From an optimization exercise on the open Yosys and OpenROAD flow, aimed at small area; shortcuts taken in it are not production practice. Only simulation tests tie the RTL to the original design; equivalence was not proved. The clock port is modelled as an ideal driver; clocking choices that lean on that would not hold on a real chip. Power figures rest on the tool's default switching activity, not on a simulated workload.

== job 102 ==
Design mkmif, start of the top module:
module mkmif(
             input wire           clk,
             input wire           reset_n,
             output wire          spi_sclk,
             output wire          spi_cs_n,
             input wire           spi_do,
             output wire          spi_di,
             input wire           cs,
             input wire           we,
             input wire  [7 : 0]  address,
             input wire  [31 : 0] write_data,
             output wire [31 : 0] read_data
            );
  localparam ADDR_NAME0       = 8'h00;
  localparam ADDR_NAME1       = 8'h01;
  localparam ADDR_VERSION     = 8'h02;
  localparam ADDR_CTRL        = 8'h08;
  localparam ADDR_STATUS      = 8'h09;
  localparam ADDR_SCLK_DIV    = 8'h0a;
  localparam ADDR_EMEM_ADDR   = 8'h10;
  localparam ADDR_EMEM_DATA   = 8'h20;
  localparam DEFAULT_SCLK_DIV = 16'h0020;
  localparam CORE_NAME0   = 32'h6d6b6d69;  
  localparam CORE_NAME1   = 32'h66202020;  
  localparam CORE_VERSION = 32'h302e3130;  
  localparam CTRL_RDYA  = 3'h0;
  localparam CTRL_RDYB  = 3'h1;
  localparam CTRL_SET   = 3'h2;
  localparam CTRL_START = 3'h3;
  localparam CTRL_CSL   = 3'h4;
  localparam CTRL_CMPL  = 3'h5;
  localparam CTRL_WAIT  = 3'h6;
  localparam CTRL_DONE  = 3'h7;
  reg  [2 : 0]  ctrl_reg;
  reg  [2 : 0]  ctrl_new;
  reg  [2 : 0]  op_reg;          
  reg           valid_reg;
  reg           sclk_reg;
  reg  [15 : 0] sclk_div_reg;
  reg  [15 : 0] addr_reg;
  reg           addr_ok_reg;     
  reg  [31 : 0] wdata_reg;
  reg           wdata_ok_reg;    
  reg  [31 : 0] rdata_reg;
  reg           rdata_ok_reg;    
  reg           rdata_hi_ok_reg;  
  reg  [47 : 0] shift_reg;
  reg           addr_ok_snap;
  reg           wdata_ok_snap;
  reg  [15 : 0] div_reg;
  ...
Settings: LEC_CHECK=0, CAP_MARGIN=20, CORE_MARGIN=2, CORE_UTILIZATION=40, CTS_BUF_LIST=sky130_fd_sc_hd__clkbuf_8, PLACE_DENSITY=0.9, SLEW_MARGIN=20; clock period 6.0 ns.
standard.sh (not shown) runs the stock make flow with config.mk's settings and CLKGATE_MAP_FILE= SYNTH_SCRIPT=/design/flow/synth_recipe.tcl, a recipe that flattens the netlist after the stock synthesis.
==> flow/flow/run.sh <==
#!/bin/bash
# The standard layout (standard.sh, standard synthesis unchanged) with:
# - port buffers made from the smallest buffer cell (buf_1),
# - clock tree synthesis without dummy load cells,
# - after CTS, cells downsized where slack, slew and capacitance margins allow (flow/area_recover.tcl).
# Each make step's full log stays under orfs/logs/; standard.sh's own output goes to standard.log.
set -euo pipefail
HERE=$(pwd)
export BUFFER_PORTS_ARGS="-buffer_cell sky130_fd_sc_hd__buf_1"
export CTS_ARGS="-sink_clustering_enable -repair_clock_nets -dont_use_dummy_load -buf_list sky130_fd_sc_hd__clkbuf_8"
export POST_CTS_TCL="$HERE/flow/post_cts.tcl"
bash standard.sh > standard.log 2>&1
==> flow/flow/area_recover.tcl <==
# Area recovery: try each cell in a smaller drive strength of the same
# function (same name up to the drive suffix); keep the change only if
# setup and hold slack, max slew, max capacitance and the flip-flop clock-pin
# slews all stay within margins.
proc ar_clk_slew_max {} {
  set worst 0.0
  foreach p [get_pins -hierarchical */CLK] {
    set s [get_property $p slew_max]
    if {$s > $worst} { set worst $s }
  }
  return $worst
}

proc ar_ok { setup_min hold_min slew_min cap_min clk_slew_max is_clock } {
  if {[sta::max_slew_violation_count] > 0} { return 0 }
  if {[sta::max_capacitance_violation_count] > 0} { return 0 }
  if {[sta::max_slew_check_slack_limit] < $slew_min} { return 0 }
  if {[sta::max_capacitance_check_slack_limit] < $cap_min} { return 0 }
  if {[sta::worst_slack -max] < $setup_min} { return 0 }
  if {[sta::worst_slack -min] < $hold_min} { return 0 }
  if {$is_clock && [ar_clk_slew_max] > $clk_slew_max} { return 0 }
  return 1
}

# Is the instance part of the clock network (drives a clock net)?
proc ar_is_clock { iname } {
  set block [ord::get_db_block]
  set inst [$block findInst $iname]
  if {$inst == "NULL"} { return 0 }
  foreach it [$inst getITerms] {
    if {[$it isOutputSignal]} {
      set net [$it getNet]
      if {$net != "NULL" && [$net getSigType] == "CLOCK"} { return 1 }
    }
  }
  return 0
}

proc area_recover { {setup_min 0.5} {hold_min 0.1} {clk_slew_max 0.110} } {
  set libname [get_name [get_libs *]]
  # family -> list of {area cellname}
  array set fam {}
  foreach lc [get_lib_cells */*] {
    set n [get_name $lc]
    if {![regexp {^(sky130_fd_sc_hd__[a-z0-9]+)_([0-9]+)$} $n -> f d]} continue
    if {[get_property $lc dont_use]} continue
    lappend fam($f) [list [get_property $lc area] $n]
  }
  set insts {}
  foreach inst [get_cells *] {
    set m [get_property $inst ref_name]
    if {![regexp {^(sky130_fd_sc_hd__[a-z0-9]+)_([0-9]+)$} $m -> f d]} continue
    if {[string match *tap* $f] || [string match *fill* $f] || [string match *decap* $f]} continue
    if {![info exists fam($f)]} continue
    set a [get_property [get_lib_cells */$m] area]
    lappend insts [list $a [get_name $inst] $f $m]
  }
  # Margins: the given ones, or what the design already has where that is less.
  set setup_min [expr {min($setup_min, [sta::worst_slack -max])}]
  set hold_min [expr {min($hold_min, [sta::worst_slack -min])}]
  set slew_min [expr {min(0.2, [sta::max_slew_check_slack_limit])}]
  set cap_min [expr {min(0.2, [sta::max_capacitance_check_slack_limit])}]
  set clk_slew_max [expr {max($clk_slew_max, [ar_clk_slew_max])}]
  set saved 0.0
  set n 0
  foreach e [lsort -real -decreasing -index 0 $insts] {
    lassign $e a iname f m
    set is_clock [ar_is_clock $iname]
    foreach c [lsort -real -increasing -index 0 $fam($f)] {
      lassign $c ca cn
      if {$ca >= $a} break
      replace_cell $iname $cn
      if {[ar_ok $setup_min $hold_min $slew_min $cap_min $clk_slew_max $is_clock]} {
        set saved [expr {$saved + $a - $ca}]
        incr n
        break
      }
      replace_cell $iname $m
    }
  }
  puts "area_recover: $n cells downsized, [format %.1f $saved] um2 saved"
}
Other scripts of this flow, unchanged in this note and not shown: flow/flow/post_cts.tcl
Job 102: PASS, flow complete, no timing, DRC or antenna violations
The inputs of job 105 differ from those of job 102 as listed below.
Settings: removing PLACE_DENSITY (formerly 0.9).
--- a/flow/flow/area_recover.tcl
+++ b/flow/flow/area_recover.tcl
@@ -12,27 +12,13 @@
 }
 
-proc ar_ok { setup_min hold_min slew_min cap_min clk_slew_max is_clock } {
+proc ar_ok { setup_min hold_min clk_slew_max } {
   if {[sta::max_slew_violation_count] > 0} { return 0 }
   if {[sta::max_capacitance_violation_count] > 0} { return 0 }
-  if {[sta::max_slew_check_slack_limit] < $slew_min} { return 0 }
-  if {[sta::max_capacitance_check_slack_limit] < $cap_min} { return 0 }
+  if {[sta::max_slew_check_slack_limit] < 0.2} { return 0 }
+  if {[sta::max_capacitance_check_slack_limit] < 0.2} { return 0 }
   if {[sta::worst_slack -max] < $setup_min} { return 0 }
   if {[sta::worst_slack -min] < $hold_min} { return 0 }
-  if {$is_clock && [ar_clk_slew_max] > $clk_slew_max} { return 0 }
+  if {[ar_clk_slew_max] > $clk_slew_max} { return 0 }
   return 1
-}
-
-# Is the instance part of the clock network (drives a clock net)?
-proc ar_is_clock { iname } {
-  set block [ord::get_db_block]
-  set inst [$block findInst $iname]
-  if {$inst == "NULL"} { return 0 }
-  foreach it [$inst getITerms] {
-    if {[$it isOutputSignal]} {
-      set net [$it getNet]
-      if {$net != "NULL" && [$net getSigType] == "CLOCK"} { return 1 }
-    }
-  }
-  return 0
 }
 
@@ -56,20 +42,13 @@
     lappend insts [list $a [get_name $inst] $f $m]
   }
-  # Margins: the given ones, or what the design already has where that is less.
-  set setup_min [expr {min($setup_min, [sta::worst_slack -max])}]
-  set hold_min [expr {min($hold_min, [sta::worst_slack -min])}]
-  set slew_min [expr {min(0.2, [sta::max_slew_check_slack_limit])}]
-  set cap_min [expr {min(0.2, [sta::max_capacitance_check_slack_limit])}]
-  set clk_slew_max [expr {max($clk_slew_max, [ar_clk_slew_max])}]
   set saved 0.0
   set n 0
   foreach e [lsort -real -decreasing -index 0 $insts] {
     lassign $e a iname f m
-    set is_clock [ar_is_clock $iname]
     foreach c [lsort -real -increasing -index 0 $fam($f)] {
       lassign $c ca cn
       if {$ca >= $a} break
       replace_cell $iname $cn
-      if {[ar_ok $setup_min $hold_min $slew_min $cap_min $clk_slew_max $is_clock]} {
+      if {[ar_ok $setup_min $hold_min $clk_slew_max]} {
         set saved [expr {$saved + $a - $ca}]
         incr n
### Flow results
- Job 105: total wirelength of the detailed-routed design higher than job 102
- Met1 global-route usage: job 102 and job 105 compared, higher one is job 105
- Relative to job 102, worst setup margin has increased by 0.12 ns in job 105.
- Sort job 102 and job 105 by length of routed met2 wiring asc -> top: job 102
- Job 102 ended up with address[2] as its origin of the worst setup path; job 105 ended up with address[3].
- More vias were needed by job 102 than by job 105.
- Job 102 ended up with read_data[4] as its critical path capture point; job 105 ended up with read_data[2].
- Lower met2 routing resource usage after global routing goes to job 105 over job 102.
- Job 105 consumes more power than job 102 does.
- Against job 102, job 105 reports a timing-limited maximum frequency that is higher.
- Going from job 102 to job 105, via count of the first global-routing pass shrank by 219, clock share of power grew by 0.7 points, number of instances in the synthesized netlist held steady.


the baseline:
Another version of the RTL of mkmif (not shown whole).
Size in the first run: ~580 cells after synthesis, about 80 I/O pins.
export LEC_CHECK = 0
export CAP_MARGIN = 20
export CORE_MARGIN = 2
export CORE_UTILIZATION = 40
export CTS_BUF_LIST = sky130_fd_sc_hd__clkbuf_8
export SLEW_MARGIN = 20
create_clock -name core_clock -period 6.0 [get_ports {clk}]
run.sh (not shown) runs the stock make flow with config.mk's settings and CLKGATE_MAP_FILE= SYNTH_SCRIPT=/design/flow/synth_recipe.tcl, a recipe that flattens the netlist after the stock synthesis.
Stock flow here: none of the scripts above is used.
The baseline ran to completion and came out clean on the timing, design-rule and antenna checks.
## Diff of input files: the candidate against the baseline
==> flow/flow/run.sh (new file) <==
#!/bin/bash
set -euo pipefail
export BUFFER_PORTS_ARGS="-buffer_cell sky130_fd_sc_hd__buf_1"
bash standard.sh > standard.log 2>&1
==> flow/standard.sh (new file) <==
#!/bin/bash
# synth_recipe.tcl (not shown) runs the flow's synth.tcl, then flattens the netlist and writes it again
# the make line also repeats each setting of config.mk as NAME=value (left out here)
make -C /OpenROAD-flow-scripts/flow DESIGN_CONFIG=/design/flow/config.mk WORK_HOME=/design/flow/orfs CLKGATE_MAP_FILE= SYNTH_SCRIPT=/design/flow/synth_recipe.tcl "${@:-finish}"
removed: flow/run.sh
## What came out
- Looking only at final clock period utilization by the worst path, and setting everything else aside, the higher value of the candidate and the baseline goes to the baseline.
- From the baseline to the candidate the numbers moved as follows: clock network contribution to total cell area saw a decrease, number of inserted filler cells in the final layout saw an increase, layout cell share with drive strength beyond 1 saw a decrease.
- The candidate — routed wire length 1.4% higher, the baseline as reference
- For the baseline, the cell type of the slowest stage on the worst timing path was sky130_fd_sc_hd__clkdlybuf4s50_1, unlike the candidate, where it was sky130_fd_sc_hd__and3_1.
- Sequential share of layout area ends up higher on the candidate.
- The total power in the candidate sits about 2.5% below the value recorded for the baseline.
- The design area of the candidate was superior to that of the baseline.
- Looking at worst hold margin across the candidate and the baseline, the one that comes out lower is the candidate.
- Sort the candidate and the baseline by sum of buffers and inverters on the critical path asc -> top: the baseline

==> port drivers added, routing unchanged <==
No port has a modelled driver above. Below, the same layouts with a new extraction and two added sets of constraints. Step 1 (the two cells are an assumption about what drives the block):
set clk [get_ports {clk}]
set_driving_cell -lib_cell sky130_fd_sc_hd__clkbuf_16 $clk
set_driving_cell -lib_cell sky130_fd_sc_hd__buf_2 [delete_from_list [all_inputs] $clk]
Step 2 moves the port delays by t, midway between the first and last clock arrival at a register: inputs arrive t later, outputs are due t later. That takes back most of the time a late clock gives input paths. Three values: ideal ports, drivers, drivers and shift; two values: the first two.
| run | t, ns | setup WS [ns] | latest minus earliest clock arrival (ns) |
|---|---|---|---|
| job 102 | 0.611 | 0.908 / 0.887 / 0.887 | 0.043 / 0.043 |
| job 105 | 0.789 | 1.032 / 0.992 / 0.992 | 0.040 / 0.040 |
| the baseline | 0.499 | 0.506 / 0.479 / 0.479 | 0.018 / 0.019 |
| the candidate | 0.504 | 1.352 / 1.318 / 1.318 | 0.016 / 0.016 |
After both steps every run listed still meets setup and hold. The setup slack of job 105, which loses most, moves by -0.040 ns with the drivers and by -0.040 ns with both steps.
